This design comes from an exercise in tuning for small area, a short achievable clock period and few clock cycles on the open sky130 flow, not from production work.
At most, simulation tests tie the RTL to the original design; equivalence was not proved.
Power and IR drop assume default switching activity.

== run K ==
## powlib_xbar_top
module powlib_xbar_top(clk,rst,wrdatas,wraddrs,wrvlds,wrrdys,rddatas,rdaddrs,rdvlds,rdrdys);
==> module powlib_xbar_top, before the edit <==
module powlib_xbar_top(clk,rst,wrdatas,wraddrs,wrvlds,wrrdys,rddatas,rdaddrs,rdvlds,rdrdys);
  localparam                       B_WRS = 4;
  localparam                       B_RDS = 3;
  localparam                       B_AW  = 2;
  localparam                       B_DW  = 8;
  input     wire                   clk;
  input     wire                   rst;
  input     wire [B_WRS*B_DW-1:0]  wrdatas;
  input     wire [B_WRS*B_AW-1:0]  wraddrs;
  input     wire [B_WRS-1:0]       wrvlds;
  output    wire [B_WRS-1:0]       wrrdys;
  output    wire [B_RDS*B_DW-1:0]  rddatas;
  output    wire [B_RDS*B_AW-1:0]  rdaddrs;
  output    wire [B_RDS-1:0]       rdvlds;
  input     wire [B_RDS-1:0]       rdrdys;
  reg  [B_RDS-1:0]      vld_q;            
  reg  [B_RDS*B_DW-1:0] dat_q;            
  reg                   a0_q;             
  reg  [1:0]            top_q;            
  wire [B_WRS-1:0]      dec [0:B_RDS-1];  
  wire [B_WRS-1:0]      req [0:B_RDS-1];  
  wire [B_WRS-1:0]      tk  [0:B_RDS-1];  
  wire [B_WRS-1:0]      blk [0:B_RDS-1];  
  wire [B_RDS-1:0]      acc;              
  wire [B_RDS-1:0]      hold;             
  wire [B_WRS*B_WRS-1:0] pri;
  genvar i, j, k;
  for (k=0; k<B_WRS; k=k+1) begin : g_pk
    for (i=0; i<B_WRS; i=i+1) begin : g_pi
      assign pri[k*B_WRS+i] = (k!=i) && (((top_q-i-1)&2'd3) <= ((k-i-1)&3));
    end
  end
  for (i=0; i<B_WRS; i=i+1) begin : g_wr
    wire [1:0] a = wraddrs[i*B_AW+:B_AW];
    assign dec[0][i] =  a[1] &  a[0];
    assign dec[1][i] =  a[1] & ~a[0];
    assign dec[2][i] = ~a[1];
    assign req[0][i] = wrvlds[i] & dec[0][i];
    assign req[1][i] = wrvlds[i] & dec[1][i];
    assign req[2][i] = wrvlds[i] & dec[2][i];
    assign wrrdys[i] = (dec[0][i] & acc[0] & ~blk[0][i]) |
                       (dec[1][i] & acc[1] & ~blk[1][i]) |
                       (dec[2][i] & acc[2] & ~blk[2][i]);
  end
  for (j=0; j<B_RDS; j=j+1) begin : g_rd
    for (i=0; i<B_WRS; i=i+1) begin : g_blk
      wire [B_WRS-1:0] b;
      for (k=0; k<B_WRS; k=k+1) begin : g_b
        assign b[k] = req[j][k] & pri[k*B_WRS+i];
      end
      assign blk[j][i] = |b;
      assign tk[j][i]  = req[j][i] & ~blk[j][i] & acc[j];
    end
    assign acc[j]  = ~vld_q[j] | rdrdys[j];
    assign hold[j] = ~acc[j];
    wire [B_DW-1:0] d = ({B_DW{tk[j][0]}} & wrdatas[0*B_DW+:B_DW]) |
                        ({B_DW{tk[j][1]}} & wrdatas[1*B_DW+:B_DW]) |
                        ({B_DW{tk[j][2]}} & wrdatas[2*B_DW+:B_DW]) |
                        ({B_DW{tk[j][3]}} & wrdatas[3*B_DW+:B_DW]) |
                        ({B_DW{hold[j]}}  & dat_q[j*B_DW+:B_DW]);
    always @(posedge clk) begin
      if (rst)
        vld_q[j] <= 1'b0;
      else
        vld_q[j] <= hold[j] | (|req[j]);
      dat_q[j*B_DW+:B_DW] <= d;
    end
    assign rddatas[j*B_DW+:B_DW] = dat_q[j*B_DW+:B_DW];
    assign rdvlds[j]             = vld_q[j];
  end
  always @(posedge clk) begin
    if (rst)
      top_q <= 2'd0;
    else
      top_q <= top_q + 2'd1;
    a0_q <= (tk[2][0] & wraddrs[0]) | (tk[2][1] & wraddrs[2]) |
            (tk[2][2] & wraddrs[4]) | (tk[2][3] & wraddrs[6]) | (hold[2] & a0_q);
  end
  assign rdaddrs = {1'b0, a0_q, 2'b10, 2'b11};
endmodule
clock: 3.6 ns
lec_check: 0
cap_margin: 20
core_margin: 2
core_utilization: 40
setup_slack_margin: 1.5
slew_margin: 20
standard.sh (not shown) runs the stock make flow with config.mk's settings and CLKGATE_MAP_FILE= SYNTH_SCRIPT=/design/flow/synth_recipe.tcl, a recipe that flattens the netlist after the stock synthesis.
==> flow/flow/run.sh <==
#!/bin/bash
# Standard layout, except that the port buffers are the smallest plain
# buffer (the resizer upsizes the ones on critical paths) instead of the
# delay buffer buffer_ports picks by default.
set -euo pipefail
export BUFFER_PORTS_ARGS="-buffer_cell sky130_fd_sc_hd__buf_1"
bash standard.sh > standard.log 2>&1
Testbench counts of run K, summed over its fixed seeds: cycles 4,878.
[inputs] run M vs run K
==> flow/design.v <==
`timescale 1ns / 1ps
module powlib_xbar_top(clk,rst,wrdatas,wraddrs,wrvlds,wrrdys,rddatas,rdaddrs,rdvlds,rdrdys);
  localparam                       B_WRS = 4;
  localparam                       B_RDS = 3;
  localparam                       B_AW  = 2;
  localparam                       B_DW  = 8;
  input     wire                   clk;
  input     wire                   rst;
  input     wire [B_WRS*B_DW-1:0]  wrdatas;
  input     wire [B_WRS*B_AW-1:0]  wraddrs;
  input     wire [B_WRS-1:0]       wrvlds;
  output    wire [B_WRS-1:0]       wrrdys;
  output    wire [B_RDS*B_DW-1:0]  rddatas;
  output    wire [B_RDS*B_AW-1:0]  rdaddrs;
  output    wire [B_RDS-1:0]       rdvlds;
  input     wire [B_RDS-1:0]       rdrdys;
  reg  [B_RDS-1:0]      vld_q;            
  reg  [B_RDS*B_DW-1:0] dat_q;            
  reg                   a0_q;             
  reg  [B_WRS-1:0]      top_q;            
  wire [B_WRS-1:0]      dec [0:B_RDS-1];  
  wire [B_WRS-1:0]      req [0:B_RDS-1];  
  wire [B_WRS-1:0]      gnt [0:B_RDS-1];  
  wire [B_WRS-1:0]      blk [0:B_RDS-1];  
  wire [B_RDS-1:0]      acc;              
  wire [B_RDS-1:0]      ld;
  wire [B_WRS*B_WRS-1:0] pri;
  genvar i, j, k;
  for (k=0; k<B_WRS; k=k+1) begin : g_pk
    for (i=0; i<B_WRS; i=i+1) begin : g_pi
      if (k==i) begin : g_same
        assign pri[k*B_WRS+i] = 1'b0;
      end else begin : g_other
        wire [B_WRS-1:0] m;
        for (j=0; j<B_WRS; j=j+1) begin : g_m
          assign m[j] = (((j-i-1+2*B_WRS)%B_WRS) <= ((k-i-1+2*B_WRS)%B_WRS)) ? top_q[j] : 1'b0;
        end
        assign pri[k*B_WRS+i] = |m;
      end
    end
  end
  for (i=0; i<B_WRS; i=i+1) begin : g_wr
    wire [1:0] a = wraddrs[i*B_AW+:B_AW];
    assign dec[0][i] =  a[1] &  a[0];
    assign dec[1][i] =  a[1] & ~a[0];
    assign dec[2][i] = ~a[1];
    assign req[0][i] = wrvlds[i] & dec[0][i];
    assign req[1][i] = wrvlds[i] & dec[1][i];
    assign req[2][i] = wrvlds[i] & dec[2][i];
    assign wrrdys[i] = (dec[0][i] & acc[0] & ~blk[0][i]) |
                       (dec[1][i] & acc[1] & ~blk[1][i]) |
                       (dec[2][i] & acc[2] & ~blk[2][i]);
  end
  for (j=0; j<B_RDS; j=j+1) begin : g_rd
    for (i=0; i<B_WRS; i=i+1) begin : g_blk
      wire [B_WRS-1:0] b;
      for (k=0; k<B_WRS; k=k+1) begin : g_b
        assign b[k] = req[j][k] & pri[k*B_WRS+i];
      end
      assign blk[j][i] = |b;
      assign gnt[j][i] = req[j][i] & ~blk[j][i];
    end
    assign acc[j] = ~vld_q[j] | rdrdys[j];
    assign ld[j]  = acc[j] & (|req[j]);
    wire [B_DW-1:0] d = ({B_DW{gnt[j][0]}} & wrdatas[0*B_DW+:B_DW]) |
                        ({B_DW{gnt[j][1]}} & wrdatas[1*B_DW+:B_DW]) |
                        ({B_DW{gnt[j][2]}} & wrdatas[2*B_DW+:B_DW]) |
                        ({B_DW{gnt[j][3]}} & wrdatas[3*B_DW+:B_DW]);
    always @(posedge clk) begin
      if (rst)
        vld_q[j] <= 1'b0;
      else if (acc[j])
        vld_q[j] <= |req[j];
      if (ld[j])
        dat_q[j*B_DW+:B_DW] <= d;
    end
    assign rddatas[j*B_DW+:B_DW] = dat_q[j*B_DW+:B_DW];
    assign rdvlds[j]             = vld_q[j];
  end
  always @(posedge clk) begin
    if (rst)
      top_q <= 4'b0001;
    else
      top_q <= {top_q[B_WRS-2:0], top_q[B_WRS-1]};
    if (ld[2])
      a0_q <= (gnt[2][0] & wraddrs[0]) | (gnt[2][1] & wraddrs[2]) |
              (gnt[2][2] & wraddrs[4]) | (gnt[2][3] & wraddrs[6]);
  end
  assign rdaddrs = {1'b0, a0_q, 2'b10, 2'b11};
endmodule
### Flow results
Run M: flow completed, timing, DRC and antenna clean. For run K, the cell type of the slowest stage on the worst timing path was sky130_fd_sc_hd__or3b_4, unlike run M, where it was sky130_fd_sc_hd__a221o_1. Max internal power across run M and run K: run M. Run M against run K: fraction of area in registers now larger, overall power of the completed layout went up, clock-pin slew of the registers on the worst-case setup and hold paths level. Post-synthesis adder-cell area fraction: run M and run K compared, lower one is run M.
The RTL of run M was laid out without a check of its function.

## static timing again, ports no longer ideal
In the flow no input, the clock included, has a driving cell. The finished layouts below were timed again as built, in two steps.
Step 1: set_driving_cell puts a clkbuf_16 on clk and a buf_2 on each other input, an assumption about the parent block.
Step 2 moves the port delays by t, midway between the first and last clock arrival at a register: inputs arrive t later, outputs are due t later. That takes back most of the time a late clock gives input paths.
Slacks: no drivers / after step 1 / after step 2; pairs: no drivers / after step 1.
run | t (ns) | slack for setup (ns) | worst hold slack (ns)
run K | 0.318 | 0.976 / 0.940 / 0.940 | 0.453 / 0.453 / 0.453
run M | 0.311 | 1.035 / 0.996 / 0.996 | 0.593 / 0.593 / 0.593
After both steps setup and hold are still met in every run listed. The setup slack of run M, which loses most, moves by -0.039 ns with the drivers and by -0.039 ns with both steps.
